This is an optimization exercise on Yosys and OpenROAD, whose aim is small area and a short achievable clock period, not a production implementation.
No functional check of the RTL was part of any run shown here.

[design/flow/flow/run.sh]
#!/bin/bash
# Own layout flow: the standard ORFS flow (standard.sh, unchanged synthesis), with
#  - timing repair aimed below the design's period (SETUP_SLACK_MARGIN; the SDC is unchanged),
#  - port buffers of a normal buffer cell rather than the smallest one.
# Each step's full log is kept by ORFS under orfs/logs/; make's own output goes to flow.log.
set -uo pipefail
bash standard.sh SETUP_SLACK_MARGIN=7.3 "BUFFER_PORTS_ARGS=-buffer_cell sky130_fd_sc_hd__buf_4" finish > flow.log 2>&1
[design/flow/standard.sh]
#!/bin/bash
# synth_recipe.tcl (not shown) runs the flow's synth.tcl, then flattens the netlist and writes it again
# the make line also repeats each setting of config.mk as NAME=value (left out here)
make -C /OpenROAD-flow-scripts/flow DESIGN_CONFIG=/design/flow/config.mk WORK_HOME=/design/flow/orfs CLKGATE_MAP_FILE= SYNTH_SCRIPT=/design/flow/synth_recipe.tcl "${@:-finish}"
[design/flow/config.mk]
export PLATFORM = sky130hd
export DESIGN_NAME = rrc_filter
export DESIGN_NICKNAME = rrc_filter
export VERILOG_FILES = /design/flow/design.v
export SDC_FILE = /design/flow/constraint.sdc
export NUM_CORES = 4
export LEC_CHECK = 0
export ABC_CLOCK_PERIOD_IN_PS = 2500
export CAP_MARGIN = 20
export CORE_MARGIN = 2
export CORE_UTILIZATION = 55
export SLEW_MARGIN = 20
export SYNTH_HIERARCHICAL = 1
[design/flow/constraint.sdc]
create_clock -name core_clock -period 10.5 [get_ports {clk}]
set_input_delay 2.1000 -clock core_clock [delete_from_list [all_inputs] [get_ports {clk}]]
set_output_delay 2.1000 -clock core_clock [all_outputs]
set_load 0.01 [all_outputs]
[design/flow/design.v]
module rrc_filter #(
	parameter WIDTH = 9
)(
	input logic clk,
	input logic rst,
	input logic signed [WIDTH-1:0] filter_in,
	output logic signed [WIDTH-1:0] filter_out
);
  logic [8:0] sr0, sr1, sr2, sr3, sr4, sr5, sr6, sr7, sr8, sr9, sr10, sr11, sr12, sr13, sr14, sr15, sr16, sr17, sr18, sr19, sr20, sr21, sr22, sr23, sr24, sr25, sr26, sr27;
  always_ff @(posedge clk or posedge rst) begin
    if (rst) begin
      sr0 <= 9'd0;
      sr1 <= 9'd0;
      sr2 <= 9'd0;
      sr3 <= 9'd0;
      sr4 <= 9'd0;
      sr5 <= 9'd0;
      sr6 <= 9'd0;
      sr7 <= 9'd0;
      sr8 <= 9'd0;
      sr9 <= 9'd0;
      sr10 <= 9'd0;
      sr11 <= 9'd0;
      sr12 <= 9'd0;
      sr13 <= 9'd0;
      sr14 <= 9'd0;
      sr15 <= 9'd0;
      sr16 <= 9'd0;
      sr17 <= 9'd0;
      sr18 <= 9'd0;
      sr19 <= 9'd0;
      sr20 <= 9'd0;
      sr21 <= 9'd0;
      sr22 <= 9'd0;
      sr23 <= 9'd0;
      sr24 <= 9'd0;
      sr25 <= 9'd0;
      sr26 <= 9'd0;
      sr27 <= 9'd0;
    end else begin
      sr0 <= filter_in;
      sr1 <= sr0;
      sr2 <= sr1;
      sr3 <= sr2;
      sr4 <= sr3;
      sr5 <= sr4;
      sr6 <= sr5;
      sr7 <= sr6;
      sr8 <= sr7;
      sr9 <= sr8;
      sr10 <= sr9;
      sr11 <= sr10;
      sr12 <= sr11;
      sr13 <= sr12;
      sr14 <= sr13;
      sr15 <= sr14;
      sr16 <= sr15;
      sr17 <= sr16;
      sr18 <= sr17;
      sr19 <= sr18;
      sr20 <= sr19;
      sr21 <= sr20;
      sr22 <= sr21;
      sr23 <= sr22;
      sr24 <= sr23;
      sr25 <= sr24;
      sr26 <= sr25;
      sr27 <= sr26;
    end
  end
  logic [9:0] pv0;
  always_ff @(posedge clk or posedge rst) begin
    if (rst) pv0 <= 10'd0;
    else pv0 <= {sr11[8], sr11} + {sr13[8], sr13};
  end
  logic [28:0] cs3;
  logic [34:0] cs2;
  logic [35:0] cs1;
  wire s1, c2;
  rrc_fa u2 (.a(sr15[1]), .b(sr16[0]), .ci(sr16[2]), .s(s1), .co(c2));
  wire s3, c4;
  rrc_ha u4 (.a(sr17[0]), .b(sr18[2]), .s(s3), .co(c4));
  wire s5, c6;
  rrc_fa u6 (.a(sr15[2]), .b(sr16[1]), .ci(sr16[3]), .s(s5), .co(c6));
  wire s7, c8;
  rrc_fa u8 (.a(sr17[1]), .b(sr18[3]), .ci(sr20[3]), .s(s7), .co(c8));
  wire s9, c10;
  rrc_ha u10 (.a(sr18[1]), .b(sr21[3]), .s(s9), .co(c10));
  wire s11, c12;
  rrc_fa u12 (.a(sr15[3]), .b(sr16[2]), .ci(sr16[4]), .s(s11), .co(c12));
  wire s13, c14;
  rrc_fa u14 (.a(sr17[2]), .b(sr18[4]), .ci(sr20[4]), .s(s13), .co(c14));
  wire s15, c16;
  rrc_fa u16 (.a(sr15[0]), .b(sr18[2]), .ci(sr21[4]), .s(s15), .co(c16));
  wire s17, c18;
  rrc_ha u18 (.a(sr23[4]), .b(sr26[5]), .s(s17), .co(c18));
  wire s19, c20;
  rrc_fa u20 (.a(sr15[4]), .b(sr16[3]), .ci(sr16[5]), .s(s19), .co(c20));
  wire s21, c22;
  rrc_fa u22 (.a(sr17[3]), .b(sr18[5]), .ci(sr20[5]), .s(s21), .co(c22));
  wire s23, c24;
  rrc_fa u24 (.a(sr15[1]), .b(sr18[3]), .ci(sr21[5]), .s(s23), .co(c24));
  wire n25 = ~sr24[6];
  wire s26, c27;
  rrc_fa u27 (.a(sr23[5]), .b(sr26[6]), .ci(n25), .s(s26), .co(c27));
  wire s28, c29;
  rrc_fa u29 (.a(sr15[5]), .b(sr16[4]), .ci(sr16[6]), .s(s28), .co(c29));
  wire s30, c31;
  rrc_fa u31 (.a(sr17[4]), .b(sr18[6]), .ci(sr20[6]), .s(s30), .co(c31));
  wire s32, c33;
  rrc_fa u33 (.a(sr15[2]), .b(sr18[4]), .ci(sr21[6]), .s(s32), .co(c33));
  wire n34 = ~sr24[7];
  wire s35, c36;
  rrc_fa u36 (.a(sr23[6]), .b(sr26[7]), .ci(n34), .s(s35), .co(c36));
  wire s37, c38;
  rrc_fa u38 (.a(sr15[6]), .b(sr16[5]), .ci(sr16[7]), .s(s37), .co(c38));
  wire s39, c40;
  rrc_fa u40 (.a(sr17[5]), .b(sr18[7]), .ci(sr20[7]), .s(s39), .co(c40));
  wire s41, c42;
  rrc_fa u42 (.a(sr15[3]), .b(sr18[5]), .ci(sr21[7]), .s(s41), .co(c42));
  wire s43, c44;
  rrc_fa u44 (.a(sr23[7]), .b(sr24[8]), .ci(sr27[8]), .s(s43), .co(c44));
  wire s45, c46;
  rrc_fa u46 (.a(sr15[4]), .b(sr16[8]), .ci(sr18[6]), .s(s45), .co(c46));
  wire s47, c48;
  rrc_fa u48 (.a(sr15[7]), .b(sr16[6]), .ci(sr17[6]), .s(s47), .co(c48));
  wire s49, c50;
  rrc_ha u50 (.a(sr18[8]), .b(sr20[8]), .s(s49), .co(c50));
  wire s51, c52;
  rrc_fa u52 (.a(sr16[0]), .b(sr18[0]), .ci(sr20[0]), .s(s51), .co(c52));
  wire s53, c54;
  rrc_fa u54 (.a(sr15[0]), .b(sr16[1]), .ci(sr18[1]), .s(s53), .co(c54));
  wire s55, c56;
  rrc_fa u56 (.a(sr20[1]), .b(sr23[1]), .ci(sr26[2]), .s(s55), .co(c56));
  wire s57, c58;
  rrc_fa u58 (.a(sr20[2]), .b(sr23[2]), .ci(sr26[3]), .s(s57), .co(c58));
  wire s59, c60;
  rrc_fa u60 (.a(sr18[0]), .b(sr21[2]), .ci(sr24[3]), .s(s59), .co(c60));
  wire s61, c62;
  rrc_ha u62 (.a(s3), .b(s1), .s(s61), .co(c62));
  wire s63, c64;
  rrc_fa u64 (.a(sr23[3]), .b(sr26[4]), .ci(c4), .s(s63), .co(c64));
  wire s65, c66;
  rrc_fa u66 (.a(sr24[4]), .b(sr27[4]), .ci(s9), .s(s65), .co(c66));
  wire s67, c68;
  rrc_fa u68 (.a(c2), .b(s5), .ci(s7), .s(s67), .co(c68));
  wire s69, c70;
  rrc_fa u70 (.a(sr24[5]), .b(sr27[5]), .ci(c10), .s(s69), .co(c70));
  wire s71, c72;
  rrc_fa u72 (.a(s17), .b(c6), .ci(c8), .s(s71), .co(c72));
  wire n73 = ~s15;
  wire s74, c75;
  rrc_fa u75 (.a(s11), .b(s13), .ci(n73), .s(s74), .co(c75));
  wire s76, c77;
  rrc_fa u77 (.a(c18), .b(c12), .ci(c14), .s(s76), .co(c77));
  wire s78, c79;
  rrc_fa u79 (.a(sr27[6]), .b(c16), .ci(s23), .s(s78), .co(c79));
  wire s80, c81;
  rrc_fa u81 (.a(s19), .b(s21), .ci(s26), .s(s80), .co(c81));
  wire s82, c83;
  rrc_fa u83 (.a(c20), .b(c22), .ci(s28), .s(s82), .co(c83));
  wire s84, c85;
  rrc_fa u85 (.a(sr27[7]), .b(c24), .ci(s32), .s(s84), .co(c85));
  wire s86, c87;
  rrc_fa u87 (.a(s30), .b(c27), .ci(s35), .s(s86), .co(c87));
  wire s88, c89;
  rrc_fa u89 (.a(c29), .b(c31), .ci(s37), .s(s88), .co(c89));
  wire s90, c91;
  rrc_fa u91 (.a(sr26[8]), .b(c33), .ci(s41), .s(s90), .co(c91));
  wire s92, c93;
  rrc_fa u93 (.a(s39), .b(s43), .ci(c36), .s(s92), .co(c93));
  wire s94, c95;
  rrc_fa u95 (.a(sr21[8]), .b(c38), .ci(c40), .s(s94), .co(c95));
  wire s96, c97;
  rrc_fa u97 (.a(sr23[8]), .b(s49), .ci(c42), .s(s96), .co(c97));
  wire n98 = ~s45;
  wire s99, c100;
  rrc_fa u100 (.a(c44), .b(s47), .ci(n98), .s(s99), .co(c100));
  wire s101, c102;
  rrc_fa u102 (.a(sr15[5]), .b(sr15[8]), .ci(sr18[7]), .s(s101), .co(c102));
  wire s103, c104;
  rrc_fa u104 (.a(sr16[7]), .b(sr17[7]), .ci(c48), .s(s103), .co(c104));
  wire s105, c106;
  rrc_ha u106 (.a(c50), .b(c46), .s(s105), .co(c106));
  wire s107, c108;
  rrc_ha u108 (.a(sr15[6]), .b(sr16[8]), .s(s107), .co(c108));
  wire s109, c110;
  rrc_fa u110 (.a(sr21[0]), .b(sr24[1]), .ci(sr27[1]), .s(s109), .co(c110));
  wire s111, c112;
  rrc_fa u112 (.a(sr21[1]), .b(sr24[2]), .ci(sr27[2]), .s(s111), .co(c112));
  wire s113, c114;
  rrc_ha u114 (.a(c52), .b(s53), .s(s113), .co(c114));
  wire s115, c116;
  rrc_fa u116 (.a(c54), .b(c56), .ci(s57), .s(s115), .co(c116));
  wire n117 = ~s61;
  wire s118, c119;
  rrc_fa u119 (.a(sr27[3]), .b(s59), .ci(n117), .s(s118), .co(c119));
  wire s120, c121;
  rrc_fa u121 (.a(c58), .b(s63), .ci(c62), .s(s120), .co(c121));
  wire n122 = ~s67;
  wire s123, c124;
  rrc_fa u124 (.a(c60), .b(s65), .ci(n122), .s(s123), .co(c124));
  wire s125, c126;
  rrc_fa u126 (.a(c64), .b(s71), .ci(c68), .s(s125), .co(c126));
  wire n127 = ~s74;
  wire s128, c129;
  rrc_fa u129 (.a(s69), .b(c66), .ci(n127), .s(s128), .co(c129));
  wire s130, c131;
  rrc_fa u131 (.a(c72), .b(s76), .ci(c75), .s(s130), .co(c131));
  wire n132 = ~s80;
  wire s133, c134;
  rrc_fa u134 (.a(c70), .b(s78), .ci(n132), .s(s133), .co(c134));
  wire s135, c136;
  rrc_fa u136 (.a(c77), .b(s82), .ci(c81), .s(s135), .co(c136));
  wire n137 = ~s86;
  wire s138, c139;
  rrc_fa u139 (.a(c79), .b(s84), .ci(n137), .s(s138), .co(c139));
  wire s140, c141;
  rrc_fa u141 (.a(c83), .b(s88), .ci(s92), .s(s140), .co(c141));
  wire n142 = ~c87;
  wire s143, c144;
  rrc_fa u144 (.a(c85), .b(s90), .ci(n142), .s(s143), .co(c144));
  wire s145, c146;
  rrc_fa u146 (.a(s94), .b(c89), .ci(c93), .s(s145), .co(c146));
  wire n147 = ~s99;
  wire s148, c149;
  rrc_fa u149 (.a(s96), .b(c91), .ci(n147), .s(s148), .co(c149));
  wire s150, c151;
  rrc_fa u151 (.a(s101), .b(s105), .ci(c97), .s(s150), .co(c151));
  wire s152, c153;
  rrc_fa u153 (.a(c95), .b(s103), .ci(c100), .s(s152), .co(c153));
  wire s154, c155;
  rrc_fa u155 (.a(sr17[8]), .b(s107), .ci(c102), .s(s154), .co(c155));
  wire n156 = ~c106;
  wire s157, c158;
  rrc_fa u158 (.a(sr18[8]), .b(c104), .ci(n156), .s(s157), .co(c158));
  wire s159, c160;
  rrc_ha u160 (.a(sr23[0]), .b(sr26[1]), .s(s159), .co(c160));
  wire n161 = ~c110;
  wire s162, c163;
  rrc_fa u163 (.a(s55), .b(s113), .ci(n161), .s(s162), .co(c163));
  wire n164 = ~c112;
  wire s165, c166;
  rrc_fa u166 (.a(c114), .b(s115), .ci(n164), .s(s165), .co(c166));
  wire n167 = ~c119;
  wire s168, c169;
  rrc_fa u169 (.a(c116), .b(s120), .ci(n167), .s(s168), .co(c169));
  wire n170 = ~c124;
  wire s171, c172;
  rrc_fa u172 (.a(c121), .b(s125), .ci(n170), .s(s171), .co(c172));
  wire n173 = ~c129;
  wire s174, c175;
  rrc_fa u175 (.a(c126), .b(s130), .ci(n173), .s(s174), .co(c175));
  wire n176 = ~c134;
  wire s177, c178;
  rrc_fa u178 (.a(c131), .b(s135), .ci(n176), .s(s177), .co(c178));
  wire n179 = ~s143;
  wire s180, c181;
  rrc_fa u181 (.a(c136), .b(s140), .ci(n179), .s(s180), .co(c181));
  wire n182 = ~c144;
  wire s183, c184;
  rrc_fa u184 (.a(c141), .b(s145), .ci(n182), .s(s183), .co(c184));
  wire n185 = ~s150;
  wire s186, c187;
  rrc_fa u187 (.a(c146), .b(s152), .ci(n185), .s(s186), .co(c187));
  wire n188 = ~s154;
  wire s189, c190;
  rrc_fa u190 (.a(s157), .b(c153), .ci(n188), .s(s189), .co(c190));
  wire s191, c192;
  rrc_fa u192 (.a(sr15[7]), .b(c108), .ci(c155), .s(s191), .co(c192));
  wire s193, c194;
  rrc_ha u194 (.a(sr24[0]), .b(sr27[0]), .s(s193), .co(c194));
  wire n195 = ~s109;
  wire s196, c197;
  rrc_fa u197 (.a(s159), .b(s51), .ci(n195), .s(s196), .co(c197));
  wire n198 = ~s111;
  wire s199, c200;
  rrc_fa u200 (.a(c160), .b(s162), .ci(n198), .s(s199), .co(c200));
  wire n201 = ~s118;
  wire s202, c203;
  rrc_fa u203 (.a(c163), .b(s165), .ci(n201), .s(s202), .co(c203));
  wire n204 = ~s123;
  wire s205, c206;
  rrc_fa u206 (.a(c166), .b(s168), .ci(n204), .s(s205), .co(c206));
  wire n207 = ~s128;
  wire s208, c209;
  rrc_fa u209 (.a(c169), .b(s171), .ci(n207), .s(s208), .co(c209));
  wire n210 = ~s133;
  wire s211, c212;
  rrc_fa u212 (.a(c172), .b(s174), .ci(n210), .s(s211), .co(c212));
  wire n213 = ~s138;
  wire s214, c215;
  rrc_fa u215 (.a(c175), .b(s177), .ci(n213), .s(s214), .co(c215));
  wire n216 = ~c139;
  wire s217, c218;
  rrc_fa u218 (.a(c178), .b(s180), .ci(n216), .s(s217), .co(c218));
  wire n219 = ~s148;
  wire s220, c221;
  rrc_fa u221 (.a(s183), .b(c181), .ci(n219), .s(s220), .co(c221));
  wire n222 = ~c149;
  wire s223, c224;
  rrc_fa u224 (.a(s186), .b(c184), .ci(n222), .s(s223), .co(c224));
  wire n225 = ~c151;
  wire s226, c227;
  rrc_fa u227 (.a(s189), .b(c187), .ci(n225), .s(s226), .co(c227));
  wire n228 = ~s191;
  wire s229, c230;
  rrc_fa u230 (.a(c158), .b(c190), .ci(n228), .s(s229), .co(c230));
  wire n231 = ~c192;
  wire s232, c233;
  rrc_ha u233 (.a(sr15[8]), .b(n231), .s(s232), .co(c233));
  wire s234, c235;
  rrc_ha u235 (.a(cs3[8]), .b(cs3[9]), .s(s234), .co(c235));
  wire s236, c237;
  rrc_fa u237 (.a(cs3[10]), .b(cs3[11]), .ci(sr8[2]), .s(s236), .co(c237));
  wire s238, c239;
  rrc_fa u239 (.a(cs3[12]), .b(cs3[13]), .ci(sr8[3]), .s(s238), .co(c239));
  wire s240, c241;
  rrc_ha u241 (.a(sr11[5]), .b(sr13[0]), .s(s240), .co(c241));
  wire s242, c243;
  rrc_fa u243 (.a(cs3[14]), .b(cs3[15]), .ci(sr8[4]), .s(s242), .co(c243));
  wire s244, c245;
  rrc_fa u245 (.a(sr11[6]), .b(sr13[0]), .ci(sr13[1]), .s(s244), .co(c245));
  wire s246, c247;
  rrc_fa u247 (.a(sr11[3]), .b(sr15[3]), .ci(pv0[3]), .s(s246), .co(c247));
  wire s248, c249;
  rrc_fa u249 (.a(cs3[16]), .b(cs3[17]), .ci(sr8[5]), .s(s248), .co(c249));
  wire s250, c251;
  rrc_fa u251 (.a(sr11[7]), .b(sr13[1]), .ci(sr13[2]), .s(s250), .co(c251));
  wire s252, c253;
  rrc_fa u253 (.a(sr11[4]), .b(sr15[4]), .ci(pv0[4]), .s(s252), .co(c253));
  wire s254, c255;
  rrc_ha u255 (.a(sr13[6]), .b(sr15[7]), .s(s254), .co(c255));
  wire s256, c257;
  rrc_fa u257 (.a(cs3[18]), .b(cs3[19]), .ci(sr8[6]), .s(s256), .co(c257));
  wire s258, c259;
  rrc_fa u259 (.a(sr13[2]), .b(sr13[3]), .ci(sr13[7]), .s(s258), .co(c259));
  wire s260, c261;
  rrc_fa u261 (.a(sr11[5]), .b(sr11[8]), .ci(sr15[5]), .s(s260), .co(c261));
  wire n262 = ~sr15[8];
  wire s263, c264;
  rrc_fa u264 (.a(pv0[2]), .b(pv0[9]), .ci(n262), .s(s263), .co(c264));
  wire s265, c266;
  rrc_fa u266 (.a(cs3[20]), .b(cs3[21]), .ci(sr8[7]), .s(s265), .co(c266));
  wire s267, c268;
  rrc_fa u268 (.a(sr11[6]), .b(sr13[8]), .ci(sr15[6]), .s(s267), .co(c268));
  wire s269, c270;
  rrc_ha u270 (.a(sr13[3]), .b(sr13[4]), .s(s269), .co(c270));
  wire s271, c272;
  rrc_fa u272 (.a(cs3[22]), .b(cs3[23]), .ci(sr13[4]), .s(s271), .co(c272));
  wire s273, c274;
  rrc_ha u274 (.a(sr8[8]), .b(sr11[7]), .s(s273), .co(c274));
  wire s275, c276;
  rrc_ha u276 (.a(cs3[24]), .b(cs3[25]), .s(s275), .co(c276));
  wire s277, c278;
  rrc_ha u278 (.a(cs3[6]), .b(cs3[7]), .s(s277), .co(c278));
  wire s279, c280;
  rrc_fa u280 (.a(sr8[1]), .b(sr11[3]), .ci(sr13[2]), .s(s279), .co(c280));
  wire s281, c282;
  rrc_fa u282 (.a(sr11[0]), .b(sr15[0]), .ci(pv0[0]), .s(s281), .co(c282));
  wire s283, c284;
  rrc_fa u284 (.a(sr11[4]), .b(sr13[3]), .ci(sr15[4]), .s(s283), .co(c284));
  wire s285, c286;
  rrc_fa u286 (.a(sr11[1]), .b(sr15[1]), .ci(pv0[1]), .s(s285), .co(c286));
  wire s287, c288;
  rrc_ha u288 (.a(c235), .b(s236), .s(s287), .co(c288));
  wire s289, c290;
  rrc_fa u290 (.a(sr11[2]), .b(sr15[2]), .ci(pv0[2]), .s(s289), .co(c290));
  wire s291, c292;
  rrc_fa u292 (.a(sr13[4]), .b(sr15[5]), .ci(s240), .s(s291), .co(c292));
  wire n293 = ~pv0[6];
  wire s294, c295;
  rrc_fa u295 (.a(c237), .b(s238), .ci(n293), .s(s294), .co(c295));
  wire s296, c297;
  rrc_fa u297 (.a(sr13[5]), .b(sr15[6]), .ci(pv0[0]), .s(s296), .co(c297));
  wire s298, c299;
  rrc_fa u299 (.a(c241), .b(c239), .ci(s242), .s(s298), .co(c299));
  wire n300 = ~s244;
  wire s301, c302;
  rrc_fa u302 (.a(pv0[7]), .b(s246), .ci(n300), .s(s301), .co(c302));
  wire s303, c304;
  rrc_fa u304 (.a(pv0[1]), .b(s254), .ci(c243), .s(s303), .co(c304));
  wire s305, c306;
  rrc_fa u306 (.a(c245), .b(s248), .ci(s250), .s(s305), .co(c306));
  wire s307, c308;
  rrc_fa u308 (.a(pv0[8]), .b(c247), .ci(s252), .s(s307), .co(c308));
  wire s309, c310;
  rrc_fa u310 (.a(c255), .b(c249), .ci(c251), .s(s309), .co(c310));
  wire s311, c312;
  rrc_fa u312 (.a(pv0[5]), .b(c253), .ci(s260), .s(s311), .co(c312));
  wire s313, c314;
  rrc_fa u314 (.a(s256), .b(s258), .ci(s263), .s(s313), .co(c314));
  wire s315, c316;
  rrc_fa u316 (.a(pv0[3]), .b(s269), .ci(c257), .s(s315), .co(c316));
  wire s317, c318;
  rrc_fa u318 (.a(pv0[6]), .b(c261), .ci(s267), .s(s317), .co(c318));
  wire s319, c320;
  rrc_fa u320 (.a(c259), .b(s265), .ci(c264), .s(s319), .co(c320));
  wire s321, c322;
  rrc_fa u322 (.a(sr13[5]), .b(pv0[4]), .ci(c270), .s(s321), .co(c322));
  wire s323, c324;
  rrc_fa u324 (.a(sr15[7]), .b(pv0[7]), .ci(s273), .s(s323), .co(c324));
  wire n325 = ~c268;
  wire s326, c327;
  rrc_fa u327 (.a(c266), .b(s271), .ci(n325), .s(s326), .co(c327));
  wire s328, c329;
  rrc_fa u329 (.a(sr11[8]), .b(sr13[5]), .ci(sr13[6]), .s(s328), .co(c329));
  wire s330, c331;
  rrc_fa u331 (.a(sr15[8]), .b(pv0[5]), .ci(s275), .s(s330), .co(c331));
  wire n332 = ~c272;
  wire s333, c334;
  rrc_fa u334 (.a(pv0[8]), .b(c274), .ci(n332), .s(s333), .co(c334));
  wire s335, c336;
  rrc_fa u336 (.a(cs3[26]), .b(cs3[27]), .ci(sr13[6]), .s(s335), .co(c336));
  wire s337, c338;
  rrc_fa u338 (.a(sr13[7]), .b(pv0[6]), .ci(pv0[9]), .s(s337), .co(c338));
  wire s339, c340;
  rrc_ha u340 (.a(cs3[2]), .b(sr11[0]), .s(s339), .co(c340));
  wire s341, c342;
  rrc_fa u342 (.a(cs3[4]), .b(cs3[5]), .ci(sr11[1]), .s(s341), .co(c342));
  wire s343, c344;
  rrc_ha u344 (.a(sr13[0]), .b(sr15[1]), .s(s343), .co(c344));
  wire s345, c346;
  rrc_fa u346 (.a(sr8[0]), .b(sr11[2]), .ci(sr13[1]), .s(s345), .co(c346));
  wire n347 = ~pv0[3];
  wire s348, c349;
  rrc_fa u349 (.a(sr15[2]), .b(s277), .ci(n347), .s(s348), .co(c349));
  wire s350, c351;
  rrc_fa u351 (.a(sr15[3]), .b(c278), .ci(s234), .s(s350), .co(c351));
  wire n352 = ~s279;
  wire s353, c354;
  rrc_fa u354 (.a(pv0[4]), .b(s281), .ci(n352), .s(s353), .co(c354));
  wire s355, c356;
  rrc_fa u356 (.a(pv0[5]), .b(c282), .ci(s285), .s(s355), .co(c356));
  wire s357, c358;
  rrc_fa u358 (.a(c280), .b(s283), .ci(s287), .s(s357), .co(c358));
  wire s359, c360;
  rrc_fa u360 (.a(c284), .b(c288), .ci(s291), .s(s359), .co(c360));
  wire n361 = ~s294;
  wire s362, c363;
  rrc_fa u363 (.a(c286), .b(s289), .ci(n361), .s(s362), .co(c363));
  wire s364, c365;
  rrc_fa u365 (.a(s296), .b(c292), .ci(c295), .s(s364), .co(c365));
  wire n366 = ~s298;
  wire s367, c368;
  rrc_fa u368 (.a(c290), .b(s301), .ci(n366), .s(s367), .co(c368));
  wire s369, c370;
  rrc_fa u370 (.a(c297), .b(s303), .ci(c299), .s(s369), .co(c370));
  wire n371 = ~s305;
  wire s372, c373;
  rrc_fa u373 (.a(s307), .b(c302), .ci(n371), .s(s372), .co(c373));
  wire s374, c375;
  rrc_fa u375 (.a(c304), .b(s309), .ci(c306), .s(s374), .co(c375));
  wire n376 = ~s313;
  wire s377, c378;
  rrc_fa u378 (.a(c308), .b(s311), .ci(n376), .s(s377), .co(c378));
  wire s379, c380;
  rrc_fa u380 (.a(c310), .b(s315), .ci(s319), .s(s379), .co(c380));
  wire n381 = ~c314;
  wire s382, c383;
  rrc_fa u383 (.a(c312), .b(s317), .ci(n381), .s(s382), .co(c383));
  wire s384, c385;
  rrc_fa u385 (.a(s321), .b(c316), .ci(c320), .s(s384), .co(c385));
  wire n386 = ~s326;
  wire s387, c388;
  rrc_fa u388 (.a(s323), .b(c318), .ci(n386), .s(s387), .co(c388));
  wire s389, c390;
  rrc_fa u390 (.a(s328), .b(c322), .ci(s330), .s(s389), .co(c390));
  wire n391 = ~c327;
  wire s392, c393;
  rrc_fa u393 (.a(c324), .b(s333), .ci(n391), .s(s392), .co(c393));
  wire s394, c395;
  rrc_fa u395 (.a(c276), .b(c329), .ci(s335), .s(s394), .co(c395));
  wire n396 = ~c334;
  wire s397, c398;
  rrc_fa u398 (.a(s337), .b(c331), .ci(n396), .s(s397), .co(c398));
  wire s399, c400;
  rrc_fa u400 (.a(cs3[28]), .b(sr13[7]), .ci(pv0[7]), .s(s399), .co(c400));
  wire n401 = ~sr13[8];
  wire s402, c403;
  rrc_fa u403 (.a(c336), .b(c338), .ci(n401), .s(s402), .co(c403));
  wire s404, c405;
  rrc_ha u405 (.a(cs3[3]), .b(pv0[1]), .s(s404), .co(c405));
  wire s406, c407;
  rrc_fa u407 (.a(c340), .b(s343), .ci(s341), .s(s406), .co(c407));
  wire s408, c409;
  rrc_fa u409 (.a(c344), .b(c342), .ci(s345), .s(s408), .co(c409));
  wire s410, c411;
  rrc_fa u411 (.a(c346), .b(c349), .ci(s350), .s(s410), .co(c411));
  wire n412 = ~s355;
  wire s413, c414;
  rrc_fa u414 (.a(c351), .b(s357), .ci(n412), .s(s413), .co(c414));
  wire n415 = ~c356;
  wire s416, c417;
  rrc_fa u417 (.a(c358), .b(s359), .ci(n415), .s(s416), .co(c417));
  wire n418 = ~c363;
  wire s419, c420;
  rrc_fa u420 (.a(c360), .b(s364), .ci(n418), .s(s419), .co(c420));
  wire n421 = ~c368;
  wire s422, c423;
  rrc_fa u423 (.a(c365), .b(s369), .ci(n421), .s(s422), .co(c423));
  wire n424 = ~c373;
  wire s425, c426;
  rrc_fa u426 (.a(c370), .b(s374), .ci(n424), .s(s425), .co(c426));
  wire n427 = ~s382;
  wire s428, c429;
  rrc_fa u429 (.a(c375), .b(s379), .ci(n427), .s(s428), .co(c429));
  wire n430 = ~c383;
  wire s431, c432;
  rrc_fa u432 (.a(c380), .b(s384), .ci(n430), .s(s431), .co(c432));
  wire n433 = ~c388;
  wire s434, c435;
  rrc_fa u435 (.a(s389), .b(c385), .ci(n433), .s(s434), .co(c435));
  wire s436, c437;
  rrc_fa u437 (.a(s394), .b(c390), .ci(s397), .s(s436), .co(c437));
  wire s438, c439;
  rrc_fa u439 (.a(s399), .b(s402), .ci(c395), .s(s438), .co(c439));
  wire s440, c441;
  rrc_fa u441 (.a(pv0[8]), .b(c400), .ci(c403), .s(s440), .co(c441));
  wire s442, c443;
  rrc_ha u443 (.a(cs3[1]), .b(pv0[0]), .s(s442), .co(c443));
  wire n444 = ~s404;
  wire s445, c446;
  rrc_fa u446 (.a(sr15[0]), .b(s339), .ci(n444), .s(s445), .co(c446));
  wire n447 = ~s406;
  wire s448, c449;
  rrc_fa u449 (.a(pv0[2]), .b(c405), .ci(n447), .s(s448), .co(c449));
  wire s450, c451;
  rrc_fa u451 (.a(s348), .b(c407), .ci(s408), .s(s450), .co(c451));
  wire n452 = ~s353;
  wire s453, c454;
  rrc_fa u454 (.a(c409), .b(s410), .ci(n452), .s(s453), .co(c454));
  wire n455 = ~c354;
  wire s456, c457;
  rrc_fa u457 (.a(c411), .b(s413), .ci(n455), .s(s456), .co(c457));
  wire n458 = ~s362;
  wire s459, c460;
  rrc_fa u460 (.a(c414), .b(s416), .ci(n458), .s(s459), .co(c460));
  wire n461 = ~s367;
  wire s462, c463;
  rrc_fa u463 (.a(c417), .b(s419), .ci(n461), .s(s462), .co(c463));
  wire n464 = ~s372;
  wire s465, c466;
  rrc_fa u466 (.a(c420), .b(s422), .ci(n464), .s(s465), .co(c466));
  wire n467 = ~s377;
  wire s468, c469;
  rrc_fa u469 (.a(c423), .b(s425), .ci(n467), .s(s468), .co(c469));
  wire n470 = ~c378;
  wire s471, c472;
  rrc_fa u472 (.a(c426), .b(s428), .ci(n470), .s(s471), .co(c472));
  wire n473 = ~s387;
  wire s474, c475;
  rrc_fa u475 (.a(s431), .b(c429), .ci(n473), .s(s474), .co(c475));
  wire n476 = ~s392;
  wire s477, c478;
  rrc_fa u478 (.a(c432), .b(s434), .ci(n476), .s(s477), .co(c478));
  wire n479 = ~c393;
  wire s480, c481;
  rrc_fa u481 (.a(s436), .b(c435), .ci(n479), .s(s480), .co(c481));
  wire s482, c483;
  rrc_fa u483 (.a(s438), .b(c398), .ci(c437), .s(s482), .co(c483));
  wire n484 = ~sr13[8];
  wire s485, c486;
  rrc_fa u486 (.a(s440), .b(c439), .ci(n484), .s(s485), .co(c486));
  wire n487 = ~pv0[9];
  wire s488, c489;
  rrc_ha u489 (.a(c441), .b(n487), .s(s488), .co(c489));
  wire s490, c491;
  rrc_ha u491 (.a(cs2[5]), .b(sr0[2]), .s(s490), .co(c491));
  wire s492, c493;
  rrc_fa u493 (.a(cs2[6]), .b(sr0[3]), .ci(sr3[2]), .s(s492), .co(c493));
  wire s494, c495;
  rrc_fa u495 (.a(sr6[2]), .b(sr8[2]), .ci(sr10[0]), .s(s494), .co(c495));
  wire s496, c497;
  rrc_fa u497 (.a(cs2[8]), .b(cs2[9]), .ci(sr0[4]), .s(s496), .co(c497));
  wire s498, c499;
  rrc_fa u499 (.a(sr3[3]), .b(sr6[3]), .ci(sr8[3]), .s(s498), .co(c499));
  wire s500, c501;
  rrc_ha u501 (.a(sr10[1]), .b(sr10[3]), .s(s500), .co(c501));
  wire s502, c503;
  rrc_fa u503 (.a(cs2[10]), .b(cs2[11]), .ci(sr0[5]), .s(s502), .co(c503));
  wire s504, c505;
  rrc_fa u505 (.a(sr3[4]), .b(sr6[4]), .ci(sr8[4]), .s(s504), .co(c505));
  wire s506, c507;
  rrc_fa u507 (.a(sr2[5]), .b(sr5[4]), .ci(sr8[2]), .s(s506), .co(c507));
  wire s508, c509;
  rrc_ha u509 (.a(sr10[2]), .b(sr10[4]), .s(s508), .co(c509));
  wire s510, c511;
  rrc_fa u511 (.a(cs2[12]), .b(cs2[13]), .ci(sr0[6]), .s(s510), .co(c511));
  wire s512, c513;
  rrc_fa u513 (.a(sr3[5]), .b(sr6[5]), .ci(sr8[5]), .s(s512), .co(c513));
  wire s514, c515;
  rrc_fa u515 (.a(sr2[6]), .b(sr5[5]), .ci(sr8[3]), .s(s514), .co(c515));
  wire s516, c517;
  rrc_fa u517 (.a(sr10[3]), .b(sr10[5]), .ci(sr11[4]), .s(s516), .co(c517));
  wire s518, c519;
  rrc_fa u519 (.a(cs2[14]), .b(cs2[15]), .ci(sr0[7]), .s(s518), .co(c519));
  wire s520, c521;
  rrc_fa u521 (.a(sr3[6]), .b(sr6[6]), .ci(sr8[6]), .s(s520), .co(c521));
  wire s522, c523;
  rrc_fa u523 (.a(sr2[7]), .b(sr5[6]), .ci(sr8[4]), .s(s522), .co(c523));
  wire s524, c525;
  rrc_fa u525 (.a(sr10[4]), .b(sr10[6]), .ci(sr11[5]), .s(s524), .co(c525));
  wire s526, c527;
  rrc_fa u527 (.a(cs2[16]), .b(cs2[17]), .ci(sr2[8]), .s(s526), .co(c527));
  wire s528, c529;
  rrc_fa u529 (.a(sr3[7]), .b(sr6[7]), .ci(sr8[7]), .s(s528), .co(c529));
  wire s530, c531;
  rrc_fa u531 (.a(sr0[8]), .b(sr5[7]), .ci(sr8[5]), .s(s530), .co(c531));
  wire s532, c533;
  rrc_fa u533 (.a(sr10[5]), .b(sr10[7]), .ci(sr11[6]), .s(s532), .co(c533));
  wire s534, c535;
  rrc_fa u535 (.a(sr3[8]), .b(sr6[8]), .ci(sr8[6]), .s(s534), .co(c535));
  wire s536, c537;
  rrc_fa u537 (.a(cs2[18]), .b(cs2[19]), .ci(sr5[8]), .s(s536), .co(c537));
  wire s538, c539;
  rrc_fa u539 (.a(sr8[8]), .b(sr10[8]), .ci(sr11[4]), .s(s538), .co(c539));
  wire s540, c541;
  rrc_fa u541 (.a(cs2[2]), .b(sr0[1]), .ci(sr3[0]), .s(s540), .co(c541));
  wire s542, c543;
  rrc_ha u543 (.a(sr6[0]), .b(sr8[0]), .s(s542), .co(c543));
  wire s544, c545;
  rrc_fa u545 (.a(sr3[1]), .b(sr6[1]), .ci(sr8[1]), .s(s544), .co(c545));
  wire s546, c547;
  rrc_fa u547 (.a(cs2[4]), .b(sr2[2]), .ci(sr5[1]), .s(s546), .co(c547));
  wire s548, c549;
  rrc_ha u549 (.a(sr10[1]), .b(sr11[0]), .s(s548), .co(c549));
  wire s550, c551;
  rrc_fa u551 (.a(cs2[7]), .b(sr2[3]), .ci(sr5[2]), .s(s550), .co(c551));
  wire s552, c553;
  rrc_fa u553 (.a(sr10[2]), .b(sr11[1]), .ci(c491), .s(s552), .co(c553));
  wire n554 = ~sr8[0];
  wire s555, c556;
  rrc_fa u556 (.a(s492), .b(s494), .ci(n554), .s(s555), .co(c556));
  wire s557, c558;
  rrc_fa u558 (.a(sr2[4]), .b(sr5[3]), .ci(sr8[1]), .s(s557), .co(c558));
  wire s559, c560;
  rrc_fa u560 (.a(sr11[2]), .b(s500), .ci(c493), .s(s559), .co(c560));
  wire s561, c562;
  rrc_fa u562 (.a(c495), .b(s496), .ci(s498), .s(s561), .co(c562));
  wire s563, c564;
  rrc_fa u564 (.a(sr11[3]), .b(c501), .ci(s508), .s(s563), .co(c564));
  wire s565, c566;
  rrc_fa u566 (.a(c497), .b(c499), .ci(s502), .s(s565), .co(c566));
  wire n567 = ~s504;
  wire s568, c569;
  rrc_fa u569 (.a(sr11[0]), .b(s506), .ci(n567), .s(s568), .co(c569));
  wire s570, c571;
  rrc_fa u571 (.a(c509), .b(c503), .ci(c505), .s(s570), .co(c571));
  wire s572, c573;
  rrc_fa u573 (.a(s510), .b(s512), .ci(s516), .s(s572), .co(c573));
  wire s574, c575;
  rrc_fa u575 (.a(sr11[1]), .b(c507), .ci(s514), .s(s574), .co(c575));
  wire s576, c577;
  rrc_fa u577 (.a(c511), .b(c513), .ci(c517), .s(s576), .co(c577));
  wire s578, c579;
  rrc_fa u579 (.a(s518), .b(s520), .ci(s524), .s(s578), .co(c579));
  wire s580, c581;
  rrc_fa u581 (.a(sr11[2]), .b(c515), .ci(s522), .s(s580), .co(c581));
  wire s582, c583;
  rrc_fa u583 (.a(c519), .b(c521), .ci(c525), .s(s582), .co(c583));
  wire s584, c585;
  rrc_fa u585 (.a(s526), .b(s528), .ci(s532), .s(s584), .co(c585));
  wire s586, c587;
  rrc_fa u587 (.a(sr11[3]), .b(c523), .ci(s530), .s(s586), .co(c587));
  wire s588, c589;
  rrc_fa u589 (.a(sr10[6]), .b(sr11[7]), .ci(c527), .s(s588), .co(c589));
  wire s590, c591;
  rrc_fa u591 (.a(c529), .b(c533), .ci(s536), .s(s590), .co(c591));
  wire s592, c593;
  rrc_fa u593 (.a(c531), .b(s534), .ci(s538), .s(s592), .co(c593));
  wire s594, c595;
  rrc_fa u595 (.a(sr8[7]), .b(sr11[5]), .ci(sr11[8]), .s(s594), .co(c595));
  wire s596, c597;
  rrc_fa u597 (.a(cs2[20]), .b(cs2[21]), .ci(sr10[7]), .s(s596), .co(c597));
  wire n598 = ~c537;
  wire s599, c600;
  rrc_fa u600 (.a(c535), .b(c539), .ci(n598), .s(s599), .co(c600));
  wire s601, c602;
  rrc_fa u602 (.a(cs2[22]), .b(cs2[23]), .ci(sr8[8]), .s(s601), .co(c602));
  wire s603, c604;
  rrc_fa u604 (.a(cs2[3]), .b(sr2[1]), .ci(sr5[0]), .s(s603), .co(c604));
  wire s605, c606;
  rrc_fa u606 (.a(c543), .b(s490), .ci(s548), .s(s605), .co(c606));
  wire s607, c608;
  rrc_ha u608 (.a(c541), .b(s544), .s(s607), .co(c608));
  wire s609, c610;
  rrc_fa u610 (.a(c549), .b(c545), .ci(s552), .s(s609), .co(c610));
  wire n611 = ~s555;
  wire s612, c613;
  rrc_fa u613 (.a(c547), .b(s550), .ci(n611), .s(s612), .co(c613));
  wire s614, c615;
  rrc_fa u615 (.a(c553), .b(s559), .ci(c556), .s(s614), .co(c615));
  wire n616 = ~s561;
  wire s617, c618;
  rrc_fa u618 (.a(c551), .b(s557), .ci(n616), .s(s617), .co(c618));
  wire s619, c620;
  rrc_fa u620 (.a(s563), .b(c560), .ci(c562), .s(s619), .co(c620));
  wire n621 = ~s565;
  wire s622, c623;
  rrc_fa u623 (.a(c558), .b(s568), .ci(n621), .s(s622), .co(c623));
  wire s624, c625;
  rrc_fa u625 (.a(c564), .b(s570), .ci(c566), .s(s624), .co(c625));
  wire n626 = ~s572;
  wire s627, c628;
  rrc_fa u628 (.a(s574), .b(c569), .ci(n626), .s(s627), .co(c628));
  wire s629, c630;
  rrc_fa u630 (.a(c571), .b(s576), .ci(c573), .s(s629), .co(c630));
  wire n631 = ~s578;
  wire s632, c633;
  rrc_fa u633 (.a(c575), .b(s580), .ci(n631), .s(s632), .co(c633));
  wire s634, c635;
  rrc_fa u635 (.a(c577), .b(s582), .ci(c579), .s(s634), .co(c635));
  wire n636 = ~s584;
  wire s637, c638;
  rrc_fa u638 (.a(c581), .b(s586), .ci(n636), .s(s637), .co(c638));
  wire s639, c640;
  rrc_fa u640 (.a(c583), .b(s588), .ci(c585), .s(s639), .co(c640));
  wire n641 = ~s590;
  wire s642, c643;
  rrc_fa u643 (.a(c587), .b(s592), .ci(n641), .s(s642), .co(c643));
  wire s644, c645;
  rrc_fa u645 (.a(s596), .b(c589), .ci(c591), .s(s644), .co(c645));
  wire s646, c647;
  rrc_fa u647 (.a(s594), .b(c593), .ci(s599), .s(s646), .co(c647));
  wire s648, c649;
  rrc_fa u649 (.a(sr10[8]), .b(sr11[6]), .ci(c595), .s(s648), .co(c649));
  wire n650 = ~c600;
  wire s651, c652;
  rrc_fa u652 (.a(c597), .b(s601), .ci(n650), .s(s651), .co(c652));
  wire s653, c654;
  rrc_fa u654 (.a(cs2[24]), .b(cs2[25]), .ci(c602), .s(s653), .co(c654));
  wire s655, c656;
  rrc_ha u656 (.a(cs2[0]), .b(sr0[0]), .s(s655), .co(c656));
  wire s657, c658;
  rrc_fa u658 (.a(sr10[0]), .b(s542), .ci(s540), .s(s657), .co(c658));
  wire n659 = ~c604;
  wire s660, c661;
  rrc_fa u661 (.a(s605), .b(s607), .ci(n659), .s(s660), .co(c661));
  wire s662, c663;
  rrc_fa u663 (.a(c606), .b(c608), .ci(s609), .s(s662), .co(c663));
  wire n664 = ~c613;
  wire s665, c666;
  rrc_fa u666 (.a(c610), .b(s614), .ci(n664), .s(s665), .co(c666));
  wire n667 = ~c618;
  wire s668, c669;
  rrc_fa u669 (.a(c615), .b(s619), .ci(n667), .s(s668), .co(c669));
  wire n670 = ~c623;
  wire s671, c672;
  rrc_fa u672 (.a(c620), .b(s624), .ci(n670), .s(s671), .co(c672));
  wire n673 = ~c628;
  wire s674, c675;
  rrc_fa u675 (.a(c625), .b(s629), .ci(n673), .s(s674), .co(c675));
  wire n676 = ~c633;
  wire s677, c678;
  rrc_fa u678 (.a(c630), .b(s634), .ci(n676), .s(s677), .co(c678));
  wire n679 = ~c638;
  wire s680, c681;
  rrc_fa u681 (.a(c635), .b(s639), .ci(n679), .s(s680), .co(c681));
  wire n682 = ~s646;
  wire s683, c684;
  rrc_fa u684 (.a(c640), .b(s644), .ci(n682), .s(s683), .co(c684));
  wire n685 = ~s648;
  wire s686, c687;
  rrc_fa u687 (.a(c645), .b(s651), .ci(n685), .s(s686), .co(c687));
  wire n688 = ~sr11[7];
  wire s689, c690;
  rrc_fa u690 (.a(s653), .b(c652), .ci(n688), .s(s689), .co(c690));
  wire s691, c692;
  rrc_fa u692 (.a(cs2[26]), .b(cs2[27]), .ci(sr11[8]), .s(s691), .co(c692));
  wire s693, c694;
  rrc_ha u694 (.a(cs2[1]), .b(sr2[0]), .s(s693), .co(c694));
  wire n695 = ~s603;
  wire s696, c697;
  rrc_fa u697 (.a(c656), .b(s657), .ci(n695), .s(s696), .co(c697));
  wire n698 = ~s546;
  wire s699, c700;
  rrc_fa u700 (.a(c658), .b(s660), .ci(n698), .s(s699), .co(c700));
  wire n701 = ~s612;
  wire s702, c703;
  rrc_fa u703 (.a(c661), .b(s662), .ci(n701), .s(s702), .co(c703));
  wire n704 = ~s617;
  wire s705, c706;
  rrc_fa u706 (.a(c663), .b(s665), .ci(n704), .s(s705), .co(c706));
  wire n707 = ~s622;
  wire s708, c709;
  rrc_fa u709 (.a(c666), .b(s668), .ci(n707), .s(s708), .co(c709));
  wire n710 = ~s627;
  wire s711, c712;
  rrc_fa u712 (.a(c669), .b(s671), .ci(n710), .s(s711), .co(c712));
  wire n713 = ~s632;
  wire s714, c715;
  rrc_fa u715 (.a(c672), .b(s674), .ci(n713), .s(s714), .co(c715));
  wire n716 = ~s637;
  wire s717, c718;
  rrc_fa u718 (.a(c675), .b(s677), .ci(n716), .s(s717), .co(c718));
  wire n719 = ~s642;
  wire s720, c721;
  rrc_fa u721 (.a(c678), .b(s680), .ci(n719), .s(s720), .co(c721));
  wire n722 = ~c643;
  wire s723, c724;
  rrc_fa u724 (.a(c681), .b(s683), .ci(n722), .s(s723), .co(c724));
  wire n725 = ~c647;
  wire s726, c727;
  rrc_fa u727 (.a(s686), .b(c684), .ci(n725), .s(s726), .co(c727));
  wire n728 = ~c649;
  wire s729, c730;
  rrc_fa u730 (.a(s689), .b(c687), .ci(n728), .s(s729), .co(c730));
  wire s731, c732;
  rrc_fa u732 (.a(s691), .b(c654), .ci(c690), .s(s731), .co(c732));
  wire s733, c734;
  rrc_fa u734 (.a(cs2[28]), .b(cs2[29]), .ci(c692), .s(s733), .co(c734));
  wire s735, c736;
  rrc_ha u736 (.a(cs2[30]), .b(cs2[31]), .s(s735), .co(c736));
  wire s737, c738;
  rrc_ha u738 (.a(cs2[32]), .b(cs2[33]), .s(s737), .co(c738));
  wire n739 = ~cs1[1];
  wire n740 = ~sr0[0];
  wire n741 = ~cs1[3];
  wire n742 = ~sr0[1];
  wire n743 = ~sr0[2];
  wire n744 = ~sr0[3];
  wire n745 = ~sr0[4];
  wire n746 = ~sr0[5];
  wire n747 = ~sr0[6];
  wire n748 = ~sr0[7];
  wire s749, c750;
  rrc_ha u750 (.a(cs1[0]), .b(n739), .s(s749), .co(c750));
  wire s751, c752;
  rrc_fa u752 (.a(cs1[2]), .b(n741), .ci(n742), .s(s751), .co(c752));
  wire s753, c754;
  rrc_fa u754 (.a(cs1[4]), .b(cs1[5]), .ci(n743), .s(s753), .co(c754));
  wire s755, c756;
  rrc_fa u756 (.a(cs1[6]), .b(cs1[7]), .ci(n744), .s(s755), .co(c756));
  wire s757, c758;
  rrc_fa u758 (.a(cs1[8]), .b(cs1[9]), .ci(n745), .s(s757), .co(c758));
  wire s759, c760;
  rrc_fa u760 (.a(cs1[10]), .b(cs1[11]), .ci(n746), .s(s759), .co(c760));
  wire s761, c762;
  rrc_fa u762 (.a(cs1[12]), .b(cs1[13]), .ci(n747), .s(s761), .co(c762));
  wire s763, c764;
  rrc_fa u764 (.a(cs1[14]), .b(cs1[15]), .ci(n748), .s(s763), .co(c764));
  wire s765, c766;
  rrc_fa u766 (.a(cs1[16]), .b(cs1[17]), .ci(sr0[8]), .s(s765), .co(c766));
  wire s767, c768;
  rrc_ha u768 (.a(cs1[18]), .b(cs1[19]), .s(s767), .co(c768));
  wire s769, c770;
  rrc_ha u770 (.a(cs1[20]), .b(cs1[21]), .s(s769), .co(c770));
  wire s771, c772;
  rrc_ha u772 (.a(cs1[22]), .b(cs1[23]), .s(s771), .co(c772));
  wire s773, c774;
  rrc_ha u774 (.a(cs1[24]), .b(cs1[25]), .s(s773), .co(c774));
  wire s775, c776;
  rrc_ha u776 (.a(cs1[26]), .b(cs1[27]), .s(s775), .co(c776));
  wire s777, c778;
  rrc_ha u778 (.a(cs1[28]), .b(cs1[29]), .s(s777), .co(c778));
  wire s779, c780;
  rrc_ha u780 (.a(cs1[30]), .b(cs1[31]), .s(s779), .co(c780));
  wire s781, c782;
  rrc_ha u782 (.a(cs1[32]), .b(cs1[33]), .s(s781), .co(c782));
  wire s783, c784;
  rrc_ha u784 (.a(cs1[34]), .b(cs1[35]), .s(s783), .co(c784));
  always_ff @(posedge clk or posedge rst) begin
    if (rst) cs3 <= 29'b01100111000111010000111000100;
    else cs3 <= {c233, c230, s232, c227, s229, c224, s226, c221, s223, c218, s220, c215, s217, c212, s214, c209, s211, c206, s208, c203, s205, c200, s202, c197, s199, c194, s196, s193, sr26[0]};
  end
  always_ff @(posedge clk or posedge rst) begin
    if (rst) cs2 <= 35'b01100100011100111001000010001110000;
    else cs2 <= {c489, c486, s488, c483, s485, c481, s482, c478, s480, c475, s477, c472, s474, c469, s471, c466, s468, c463, s465, c460, s462, c457, s459, c454, s456, c451, s453, c449, s450, c446, s448, c443, s445, s442, cs3[0]};
  end
  always_ff @(posedge clk or posedge rst) begin
    if (rst) cs1 <= 36'b100000110011010101110011000001000100;
    else cs1 <= {c738, cs2[34], c736, s737, c734, s735, c732, s733, c730, s731, c727, s729, c724, s726, c721, s723, c718, s720, c715, s717, c712, s714, c709, s711, c706, s708, c703, s705, c700, s702, c697, s699, c694, s696, s693, s655};
  end
  wire [18:0] fa_ = {c784, s783, s781, s779, s777, s775, s773, s771, s769, s767, s765, s763, s761, s759, s757, s755, s753, s751, n740};
  wire [18:0] fb_ = {1'b0, c782, c780, c778, c776, c774, c772, c770, c768, c766, c764, c762, c760, c758, c756, c754, c752, c750, s749};
  wire [18:0] sum_ = fa_ + fb_ + 19'd347764;
  wire ovf_ = (sum_[18] != sum_[16]) || (sum_[17] != sum_[16]);
  wire [8:0] y_ = ovf_ ? (sum_[18] ? 9'h100 : 9'h0ff) : sum_[16:8];
  always_ff @(posedge clk or posedge rst) begin
    if (rst) filter_out <= 9'd0;
    else filter_out <= y_;
  end
endmodule
module rrc_fa (input logic a, input logic b, input logic ci, output logic s, output logic co);
  assign s = a ^ b ^ ci;
  assign co = (a & b) | (a & ci) | (b & ci);
endmodule
module rrc_ha (input logic a, input logic b, output logic s, output logic co);
  assign s = a ^ b;
  assign co = a & b;
endmodule
==> impl_metrics.yaml, run 1 <==
status:
  status: "timing/DRC/antenna clean"
final_layout:
  drive_gt1_share_pct: 16.99
  utilization_pct: 63.37
  fillers: 2275
  fin_nets: 1491
  syn_to_final_growth_pct: 13.40
  fin_area_mm2: 0.02000
  final_common_cell: "dfrtp_1"
  diodes: 0
  final_cell_mix: "dfrtp_1 (313), fa_1 (291), inv_1 (156)"
worst_setup_path:
  r2r_slack_ns: 7.33
  r2r-start: "cs1[5]"
  cp_slowest_stage_delay_ns: 0.53
  cp-start-kind: "flip-flop"
  critical-path-top-delay-family: "adder cells"
  path_class: "flip-flop to flip-flop"
  critical_path_buf_inv_count: 2
  cp_max_fo: 8
  cp_slowest_cell: "fa_1"
  endpoint_kind: "flip-flop"
  startpoint: "cs1[5]"
  worstPathRequired_ns: 10.93
  crit_arrival_ns: 3.60
  rr_worst_depth: 12
  endpoint: "filter_out[1]"
  worstPathCellList: "fa_1, inv_1, ha_1, inv_2, ha_4, and4b_2, o311a_4, o211ai_4, mux2i_1, and3_4, a21oi_4, o31ai_2"
  crit_cells: 12
  r2r_end: "filter_out[1]"
timing:
  skew_ns: 0.01215
  hold_viol_final: 0
  whs_ns: 0.3367
  maxSlewHeadroom_pct: 37.78
  fmax_ghz: 0.3154
  period_share_pct: 30.19
  slew_viol_final: 0
  fin_setup_tns_ns: 0
  setup-violations-final: 0
  layout_min_cycle_time_ns: 3.170
  tightest_slew_ns: 0.9334
  rsz0062_at_grt: "true"
clock_network:
  clockBufferDepth: 3
  cts_tree: "done"
  cts_root_buffer: "clkbuf_16"
  cts_sinks: 370
  cts_max_level: 2
  clk_pin_slew_worst_paths_ns: 0.06
  clk_latency_ns: 0.52
  cts_made_buffers: 41
logic_synthesis:
  synth_seq_area_share_pct: 52.80
  yosysUniqueCellTypes: 44
  synth_top_area_cell: "dfrtp_1"
  synth_area_leaders: "dfrtp_1 (47%), fa_1 (33%), dfstp_2 (6.1%)"
  ys_ff_latch: 370
  synth_nets: 1415
  synth_edf_count: 0
  synth_area_mm2: 0.01763
  synth_area_per_cell_um2: 17.17
  synth_ff_type: "dfrtp_1"
  yosysWarnings: 7
  postSynthCellCount: 1027
  synth_top_area_share_pct: 46.69
  ys_async_sr_fraction_pct: 100.0
die:
  die-width_um: 183.1
  fp-row-count: 65
  initial_utilization_pct: 55.88
  core-area_mm2: 0.03156
  ios: 20
  dieArea_mm2: 0.03351
  die_y_um: 183.1
place:
  gp_congestion: 0.7838
  io_buffers: 19
  hpwl_mm: 22.13
  placed_area_mm2: 0.01831
route:
  via_count: 7605
  ant_nets: 0
  post-route-drc-count: 0
  drt-pass1-iter-count: 4
  wl_per_cell_um: 19.09
  via_per_inst: 4.945
  drt_iter0_drc: 285
  wl_mm: 29.36
global_route:
  grt_remaining_overflow: 0
  grt_max_degree: 189
  grt_antenna_before_repair: 0
  track_usage_pct: 19.42
  grt_pass1_vias: 9027
  grt_pass1_wl_mm: 48.69
worst_hold_path:
  hp-class: "flip-flop to flip-flop"
  hold_depth: 0
job:
  drv_cap: 0
==> cells in the mapped netlist, drive strengths merged (2+ instances only) <==
master,n
and3,5
nor2b,3
o21ai,13
or3,2
nand2,13
o21bai,3
a21oi,22
o211ai,2
fa,291
nor3,3
inv,161
ha,86
xor2,7
dfrtp,329
clkbuf,2
nor2,4
dfstp,41
xnor2,9
o21a,3
nand3,3
mux2i,2
nor4,2
a21o,6
==> kinds of logic (layout without fill, tap and decap cells) <==
kind of cell	after synthesis	count (layout)	synth area share (%)
XOR/XNOR	16	16	0.9437
flip-flops	370	370	52.80
AO/OA/AOI/OAI	59	59	2.363
multiplexers	2	2	0.1135
adder cells (fa/ha/maj)	377	377	39.14
buffers and inverters	164	273	3.505
AND/OR/NAND/NOR	39	39	1.142
==> through the flow <==
stage | std cells | setup WS, ns
3_3_place_gp | 1448 | 6.682
2_1_floorplan | 1027 | 3.467
5_1_grt | 1538 | 7.187
3_5_place_dp | 1448 | 6.659
4_1_cts | 1527 | 7.258
6_report | 1538 | 7.330
==> modules after synthesis, one instance, submodules excluded <==
module      cells  times used
rrc_ha          1          44
rrc_filter    693           1
rrc_fa          1         290
==> timing repair <==
action                     CTS  global route
pin swaps                   10            11
hold buffers                 0             0
buffers inserted             3            10
setup endpoints to repair  307            23
gates resized for setup     22            35
==> sequential cells by signal, indices dropped and copies added (netlist names), 10 cells and up <==
signal	flops
cs1	36
cs2	35
cs3	28
pv0	10
==> layer usage <==
layer  share of wire, %  GRT usage (%)
met5                  0              0
met4                2.2          4.704
met3                2.6          2.840
met2                 50          32.24
met1                 45          27.79
==> worst min path at each step <==
stage | slack, ns | start | to
after floorplan | 0.33 | cs2[34] | cs1[34]
after global placement | 0.33 | sr12[5] | sr13[5]
after detailed placement | 0.33 | sr12[0] | sr13[0]
after CTS | 0.34 | sr12[6] | sr13[6]
after global routing | 0.34 | sr12[6] | sr13[6]
final | 0.34 | sr12[6] | sr13[6]
==> final cells by class <==
cell class | count | area, µm² | share of cell area (%)
tap | 402 | 503.0 | 2.515
multi-input combinational | 493 | 7868 | 39.34
sequential | 370 | 9330 | 46.66
timing repair buffer | 36 | 310.3 | 1.552
inverter | 161 | 608.1 | 3.041
clock buffer | 61 | 1184 | 5.919
clock inverter | 15 | 195.2 | 0.9760
==> inputs of run 2 (changes only) <==
==> design/flow/run.sh (new file) <==
#!/bin/bash
# synth_recipe.tcl (not shown) runs the flow's synth.tcl, then flattens the netlist and writes it again
# the make line also repeats each setting of config.mk as NAME=value (left out here)
make -C /OpenROAD-flow-scripts/flow DESIGN_CONFIG=/design/flow/config.mk WORK_HOME=/design/flow/orfs CLKGATE_MAP_FILE= SYNTH_SCRIPT=/design/flow/synth_recipe.tcl finish
--- a/design/flow/config.mk
+++ b/design/flow/config.mk
@@ -9,5 +9,6 @@
 export CAP_MARGIN = 20
 export CORE_MARGIN = 2
 export CORE_UTILIZATION = 55
+export SETUP_SLACK_MARGIN = 5
 export SLEW_MARGIN = 20
 export SYNTH_HIERARCHICAL = 1
removed: design/flow/flow/run.sh
removed: design/flow/standard.sh
==> impl_metrics.yaml, run 2 <==
logic_synthesis:
  synthMuxAreaShare_pct: 0.1135
  synth_area_per_cell_um2: 17.17
  synth_ff_type: "dfrtp_1"
  yosysWarnings: 7
  synth-compound-area-share_pct: 2.363
  synth_most_common_cell: "dfrtp_1"
  synth_nets: 1415
  synth_area_mm2: 0.01763
  ys_async_sr_fraction_pct: 100.0
  yosysUniqueCellTypes: 44
  synth_area_leaders: "dfrtp_1 (47%), fa_1 (33%), dfstp_2 (6.1%)"
  yosys.area_share.adder_pct: 39.14
  synthTopCellsByCount: "dfrtp_1 (329), fa_1 (291), inv_1 (161)"
  ys_ff_latch: 370
  postSynthCellCount: 1027
  yosys.area_share.simple_pct: 1.142
  synth_top_family_by_area: "adder cells"
  synth-xor-area-share_pct: 0.9437
  synth_top_area_share_pct: 46.69
  synth_top_area_cell: "dfrtp_1"
  synth_edf_count: 0
  synth_seq_area_share_pct: 52.80
clock_network:
  cts_max_level: 2
  postCtsHoldBufs: 0
  cts_root_buffer: "clkbuf_16"
  cts_setup_buffers: 0
  cts_sinks: 370
  clk_pin_slew_worst_paths_ns: 0.06
  cts_tree: "done"
  cts_made_buffers: 41
  clockBufferDepth: 3
  clk_latency_ns: 0.52
  cts_resized: 0
die:
  dieArea_mm2: 0.03351
  core-area_mm2: 0.03156
  die_y_um: 183.1
  ios: 20
  fp-row-count: 65
  initial_utilization_pct: 55.88
  die-width_um: 183.1
route:
  drt_iter0_drc: 305
  wl_per_cell_um: 18.99
  post-route-drc-count: 0
  drt-pass1-iter-count: 4
  via_per_inst: 4.924
  ant_nets: 0
  wl_mm: 28.90
  via_count: 7495
final_layout:
  fin_nets: 1478
  drive_gt1_share_pct: 11.25
  final_cell_mix: "dfrtp_1 (329), fa_1 (291), inv_1 (160)"
  fillers: 2282
  fin_area_mm2: 0.01976
  syn_to_final_growth_pct: 12.03
  stdcell_count: 1522
  multiInputGateArea_mm2: 0.007706
  largest_reg_flops: 36
  final_common_cell: "dfrtp_1"
  utilization_pct: 62.61
  reg.largest.list: "cs1: 36 flops, cs2: 35 flops, cs3: 28 flops"
  diodes: 0
  largest-register: "cs1"
  regArea_mm2: 0.009310
job:
  drv_cap: 0
place:
  dp.cells: 1449
  io_buffers: 19
  placed_area_mm2: 0.01836
  hpwl_mm: 22.10
  gp_congestion: 0.7978
timing:
  hold_viol_final: 0
  slew_viol_final: 0
  skew_ns: 0.01329
  setup-violations-final: 0
  maxSlewHeadroom_pct: 40.92
  period_share_pct: 33.66
  fin_setup_tns_ns: 0
  tightest_slew_ns: 0.8862
  rsz0062_at_grt: "false"
  layout_min_cycle_time_ns: 3.534
  fmax_ghz: 0.2829
worst_setup_path:
  worstPathRequired_ns: 11.03
  cp-start-kind: "input pin"
  crit_arrival_ns: 4.07
  path_class: "input pin to asynchronous set/reset pin"
  cp_max_fo: 77
  endpoint_kind: "asynchronous set/reset pin"
status:
  status: "timing/DRC/antenna clean"
global_route:
  grt_antenna_before_repair: 0
  grt_pass1_vias: 8886
  track_usage_pct: 19.30
  grt_pass1_wl_mm: 48.31
  grt_max_degree: 154
  grt_remaining_overflow: 0
worst_hold_path:
  hp-class: "flip-flop to flip-flop"
-- run 2: changes by cell type in the layout (fill, tap and decap cells not counted), moves of 8 or more --
| cell | delta |
|---|---|
| buf_4 | -30 |
| clkbuf_1 | -8 |
| dfrtp_1 | +16 |
| clkdlybuf4s50_1 | +19 |
| dfrtp_2 | -16 |
-- run 2: final cells by class --
class / count / share of cell area [%]
multi-input cells: 493 / 39.01
well taps: 402 / 2.546
clock buffers: 56 / 5.992
clock inverters: 17 / 1.051
flip-flops and latches: 370 / 47.13
repair buffers: 23 / 1.197
inverters: 161 / 3.078
-- run 2: per-module statistics from Yosys, one instance, submodules excluded --
| module | cells | flops+latches |
|---|---|---|
| rrc_filter | 693 | 370 |
| rrc_fa | 1 | 0 |
| rrc_ha | 1 | 0 |
-- run 2: worst max-delay path, cell delays in order --
cell and delay (ns):
clkdlybuf4s50_1 0.44, clkinvlp_4 0.07, buf_4 0.56, buf_4 0.82
-- run 2: through the flow --
stage / hold WS, ns / setup slack, ns
after floorplan: 0.3312 / 3.467
after global placement: 0.3311 / 6.198
final: 0.3429 / 6.966
after detailed placement: 0.3347 / 6.179
after global routing: 0.3493 / 6.631
after CTS: 0.3452 / 6.715
-- run 2: routing by layer --
| layer | vias to the layer above | GRT usage, % | share of wire [%] |
|---|---|---|---|
| met2 | 83 | 31.56 | 50 |
| met1 | 4060 | 27.88 | 45 |
| li1 | 3298 | - | - |
| met5 | - | 0 | 0 |
| met3 | 54 | 2.939 | 2.7 |
| met4 | 0 | 4.992 | 2.3 |
-- run 2: cell families (layout without fill, tap and decap cells) --
| logic type | Yosys count | in the layout |
|---|---|---|
| xor+xnor | 16 | 16 |
| buf+inv | 164 | 257 |
| simple gates | 39 | 39 |
| flops | 370 | 370 |
| fa+ha+maj | 377 | 377 |
| mux | 2 | 2 |
| compound gates | 59 | 59 |
-- run 2: worst paths after layout --
check                                end           from  slack (ns)  cells after the start
max in group core_clock    filter_out[7]  filter_out[7]        7.03                      1
setup / recovery                 sr23[2]            rst        6.97                      4
hold reg to reg                  sr26[5]        sr25[5]        0.34                      0
setup reg to reg           filter_out[4]         sr0[4]        7.19                     13
min in group asynchronous        sr18[7]            rst        2.14                      3
hold / removal                   sr26[5]        sr25[5]        0.34                      0

==> afterwards: timing with drivers on the ports <==
Ports are ideal in the flow. The routed layouts listed here were re-timed in OpenROAD. Step 1 sets driving cells, clkbuf_16 on the clock port and buf_2 on the other inputs (assumed; they add their load-dependent delay and slew). Step 2, shift: input delay + t, output delay - t, t = (earliest + latest rising clock arrival at the registers) / 2. This alone moves slack from input paths to output paths. a / b / c = no drivers / after step 1 / after step 2; a / b = the first two.
run | shift t [ns] | slack for setup (ns) | worst hold slack (ns) | clock arrival spread, ns
run 1 | 0.567 | 7.330 / 7.330 / 7.210 | 0.337 / 0.337 / 0.337 | 0.013 / 0.013
run 2 | 0.568 | 6.966 / 6.980 / 6.431 | 0.343 / 0.343 / 0.343 | 0.015 / 0.015
After both steps setup and hold are still met in every run listed. For run 2, which loses most, drivers alone change the setup slack by +0.014 ns; drivers and shift together by -0.535 ns. Setup slack includes reset recovery checks.
